Context: an optimization exercise on an open-source flow, tuned for small area, a short achievable clock period and few clock cycles. The choices shown serve that exercise and are no tape-out recipe. Only simulation tests tie the RTL to the original design; equivalence was not proved. The flow treats the clock pin as an ideal source, which a real chip does not have.

== JK ==
==> module BAS, before the edit <==
module BAS(input clk, input reset, input [8:0]count, input [8:0]seed1, input [8:0]seed2, input [15:0]xi, input [15:0]yi, input [15:0]P, input [15:0]E, output [15:0]xo, output [15:0]yo, output [15:0]fo, output [31:0]clk_cnt, output reg done);
    localparam K_NONE = 3'd0, K_INIT = 3'd1, K_R = 3'd2, K_L = 3'd3, K_T0 = 3'd4, K_T1 = 3'd5;
    reg [15:0] x, y, p, e;
    reg [14:0] f;
    reg [8:0] cnt, itc;
    reg [1:0] pc;                        
    reg act;                             
    reg [1:0] k;                         
    wire s0 = act & (k == 2'd0), s1 = act & (k == 2'd1);
    wire s2 = act & (k == 2'd2), s3 = act & (k == 2'd3);
    wire [15:0] dx, dy, ndx, ndy;
    twin_lfsr lfsr(clk, reset, s3, seed1, seed2, dx, dy, ndx, ndy);
    wire useE = s0 | s1;
    wire useY = (pc == 2'd1) | s1 | s3;
    wire [15:0] ma = useE ? e : p;
    wire [15:0] d = (s2 | s3) ? (useY ? ndy : ndx) : (useY ? dy : dx);
    wire [15:0] mp;
    Bfloat16_mul m1(ma, {1'b0, d[14:0]}, mp);
    reg [14:0] opa, opb, opc, opd;       
    reg [2:0] k1, k2;                    
    reg [14:0] fr;                       
    reg [15:0] x1, y1, xsel, ysel;
    reg sg;
    reg pend;                            
    reg [1:0] c0, c1;                    
    wire [1:0] cs = sg ? c1 : c0;
    wire pred = cs[1];                   
    wire last = (itc + 9'd1 == cnt);
    wire ini = (pc == 2'd2);
    wire pe = s0 | s1;
    wire nz = pe ? (p[14:0] != 15'd0) : (e[14:0] != 15'd0);
    wire neg = s1 | s2;
    wire [14:0] ox = pe ? opa : opc;
    wire [14:0] oy = pe ? opb : opd;
    wire [15:0] sx = {nz & ((pe ? p[15] ^ dx[15] : e[15]) ^ neg), ox};
    wire [15:0] sy = {nz & ((pe ? p[15] ^ dy[15] : e[15]) ^ neg), oy};
    wire [15:0] ax, ay;
    wire usel = pend & pred;             
    wire [15:0] xs = usel ? xsel : x;
    wire [15:0] ys = usel ? ysel : y;
    bf_add_slow a1(xs, sx, ini, ax);
    bf_add_slow a2(ys, sy, ini, ay);
    wire [2:0] k0 = ini ? K_INIT : s0 ? K_R : s1 ? K_L : s2 ? K_T1 : s3 ? K_T0 : K_NONE;
    wire [15:0] u, v;
    fitness_lin lin(x1, y1, u, v);
    reg [15:0] u2, v2;
    wire [14:0] fs;
    fitness_sq sq(u2, v2, fs);
    wire sgn = !(fr > fs);               
    wire le = fs <= f;
    wire dec = (k2 == K_T0) & !sg | (k2 == K_T1) & sg;    
    wire take = dec & le;
    wire redo = dec & (le != pred) & !last;   
    always @(posedge clk) begin
        if ((pc == 2'd2) | s2) opa <= mp[14:0];
        if ((pc == 2'd1) | s3) opb <= mp[14:0];
        if (s0) opc <= mp[14:0];
        if (s1) opd <= mp[14:0];
        x1 <= ax;
        y1 <= ay;
        u2 <= u;
        v2 <= v;
        if (k2 == K_R) fr <= fs;
        if (k2 == K_L) begin
            sg <= sgn;
            xsel <= sgn ? x1 : ax;       
            ysel <= sgn ? y1 : ay;
        end
        if ((k2 == K_INIT) | take) f <= fs;
        if (reset) begin
            x <= xi;
            y <= yi;
            p <= P;
            e <= E;
            cnt <= count;
            itc <= 9'd0;
            pc <= 2'd2;
            act <= 1'b0;
            k <= 2'd0;
            done <= 1'b0;
            k1 <= K_NONE;
            k2 <= K_NONE;
            pend <= 1'b0;
            c0 <= 2'd2;
            c1 <= 2'd2;
        end else begin
            if (pc != 2'd0) pc <= pc - 2'd1;
            if (pc == 2'd1) act <= (cnt != 9'd0);
            if ((k2 == K_INIT) && (cnt == 9'd0)) done <= 1'b1;
            if (take) begin
                x <= xsel;
                y <= ysel;
            end
            if (dec) begin
                itc <= itc + 9'd1;
                if (sg) c1 <= le ? (c1 == 2'd3 ? c1 : c1 + 2'd1) : (c1 == 2'd0 ? c1 : c1 - 2'd1);
                else c0 <= le ? (c0 == 2'd3 ? c0 : c0 + 2'd1) : (c0 == 2'd0 ? c0 : c0 - 2'd1);
                pend <= 1'b0;
                if (last) begin
                    done <= 1'b1;
                    act <= 1'b0;
                end
            end
            if (redo) begin
                k <= 2'd0;
                k1 <= K_NONE;
                k2 <= K_NONE;
            end else begin
                k1 <= k0;
                k2 <= k1;
                if (act) begin
                    k <= k + 2'd1;
                    if (s3) begin
                        if (itc + 9'd1 < cnt) pend <= 1'b1;
                        else act <= 1'b0;
                    end
                end
            end
        end
    end
    assign xo = x;
    assign yo = y;
    assign fo = {1'b0, f};
    assign clk_cnt = {23'd0, itc};
endmodule
clock: 72.0 ns
lec_check: 0
abc_area: 1
cap_margin: 20
core_margin: 2
core_utilization: 60
cts_cluster_diameter: 120
cts_cluster_size: 24
slew_margin: 20
standard.sh (not shown) runs the stock make flow with config.mk's settings and CLKGATE_MAP_FILE= SYNTH_SCRIPT=/design/flow/synth_recipe.tcl, a recipe that flattens the netlist after the stock synthesis.
==> flow/flow/run.sh <==
#!/bin/bash
# The standard layout, except:
# - synthesis maps all the logic with the ABC script flow/area.abc, in place
#   of ORFS's area script and without first mapping adders to full/half-adder
#   cells (ADDER_MAP_FILE empty); otherwise synth_recipe.tcl unchanged;
# - plain buf_1 cells as the port buffers;
# - timing repair aiming at 56.2 ns of setup slack, and after CTS a repair
#   of the paths from the inputs only (flow/io_repair.tcl).
set -euo pipefail
W=$PWD
cat > "$W/flow_synth.tcl" <<TCL
proc abc {args} {
  set i [lsearch -exact \$args -script]
  if {\$i >= 0} { lset args [expr {\$i + 1}] $W/flow/area.abc }
  yosys abc {*}\$args
}
source $W/synth_recipe.tcl
TCL
bash standard.sh "SYNTH_SCRIPT=$W/flow_synth.tcl" ADDER_MAP_FILE= "BUFFER_PORTS_ARGS=-buffer_cell sky130_fd_sc_hd__buf_1" SETUP_SLACK_MARGIN=56.2 "POST_CTS_TCL=$W/flow/io_repair.tcl" finish > standard.log 2>&1
==> flow/flow/area.abc <==
strash
ifraig
dc2
dch -f
amap -m
topo
stime -c
buffer -c
upsize -c -D 12500
dnsize -c -D 12500
==> flow/flow/io_repair.tcl <==
# Run after CTS (POST_CTS_TCL): a timing repair of the paths from the inputs
# to the registers only, aiming at 56.9 ns of slack; the other paths are left
# to the standard repair. The false paths are set for this repair only and
# removed again before the design is written.
set_false_path -from [all_registers] -to [all_registers]
set_false_path -to [all_outputs]
repair_timing -setup -setup_margin 56.9 -verbose
sta::unset_path_exceptions -from [all_registers] -to [all_registers]
sta::unset_path_exceptions -to [all_outputs]
detailed_placement
check_placement -verbose
estimate_parasitics -placement
report_worst_slack -max
Testbench counts of JK, summed over its fixed seeds: cycles 200,424.
#### Input delta (MS over JK)
--- a/flow/design.v
+++ b/flow/design.v
@@ -427,5 +427,5 @@
                     k <= k + 2'd1;
                     if (s3) begin
-                        if (itc + 9'd1 < cnt) pend <= 1'b1;
+                        if (!last) pend <= 1'b1;
                         else act <= 1'b0;
                     end
Notes after the runs:
In summary, MS completed successfully, with a layout that passed the timing, DRC and antenna checks. No stage failed in JK, and the final checks on the layout all came back clean. Post-synthesis instance area of MS is on par with JK. JK → MS: die area held steady, global-route met3 utilization shrank by 1.5 points. Changes observed in MS relative to JK: sequential share of layout area rose 0.36 points; initial antenna violation count fell 1. MS vs. JK: setup slack went up by 0.044 ns. From JK to MS the numbers moved as follows: synthesized-area fraction occupied by xor and xnor cells roughly the same, non-clock buffer count lower, path depth of the worst reg2reg path higher, design area lower. MS vs JK, placer's final routability congestion estimate went up by 2.7%.
Testbench counts of MS, summed over its fixed seeds: cycles 200,424.

[re-timing with driven ports]
How much do the figures lean on ideal ports? The routed layouts below were timed once more, with nothing changed but the port constraints. Step 1, drivers: a clkbuf_16 drives clk and a buf_2 each remaining input, both assumed. Step 2 also shifts input and output timing later by t, the mid clock arrival at the registers, as if the neighbouring blocks saw the same clock. Slacks: no drivers / after step 1 / after step 2; pairs: no drivers / after step 1.
run | t (ns) | slack for setup (ns) | hold slack, ns
JK | 0.595 | 56.382 / 56.321 / 56.294 | 0.467 / 0.467 / 0.467
MS | 0.583 | 56.426 / 56.365 / 56.207 | 0.453 / 0.453 / 0.453
After both steps every run listed still meets setup and hold. For MS, which loses most, drivers alone change the setup slack by -0.061 ns; drivers and shift together by -0.219 ns.
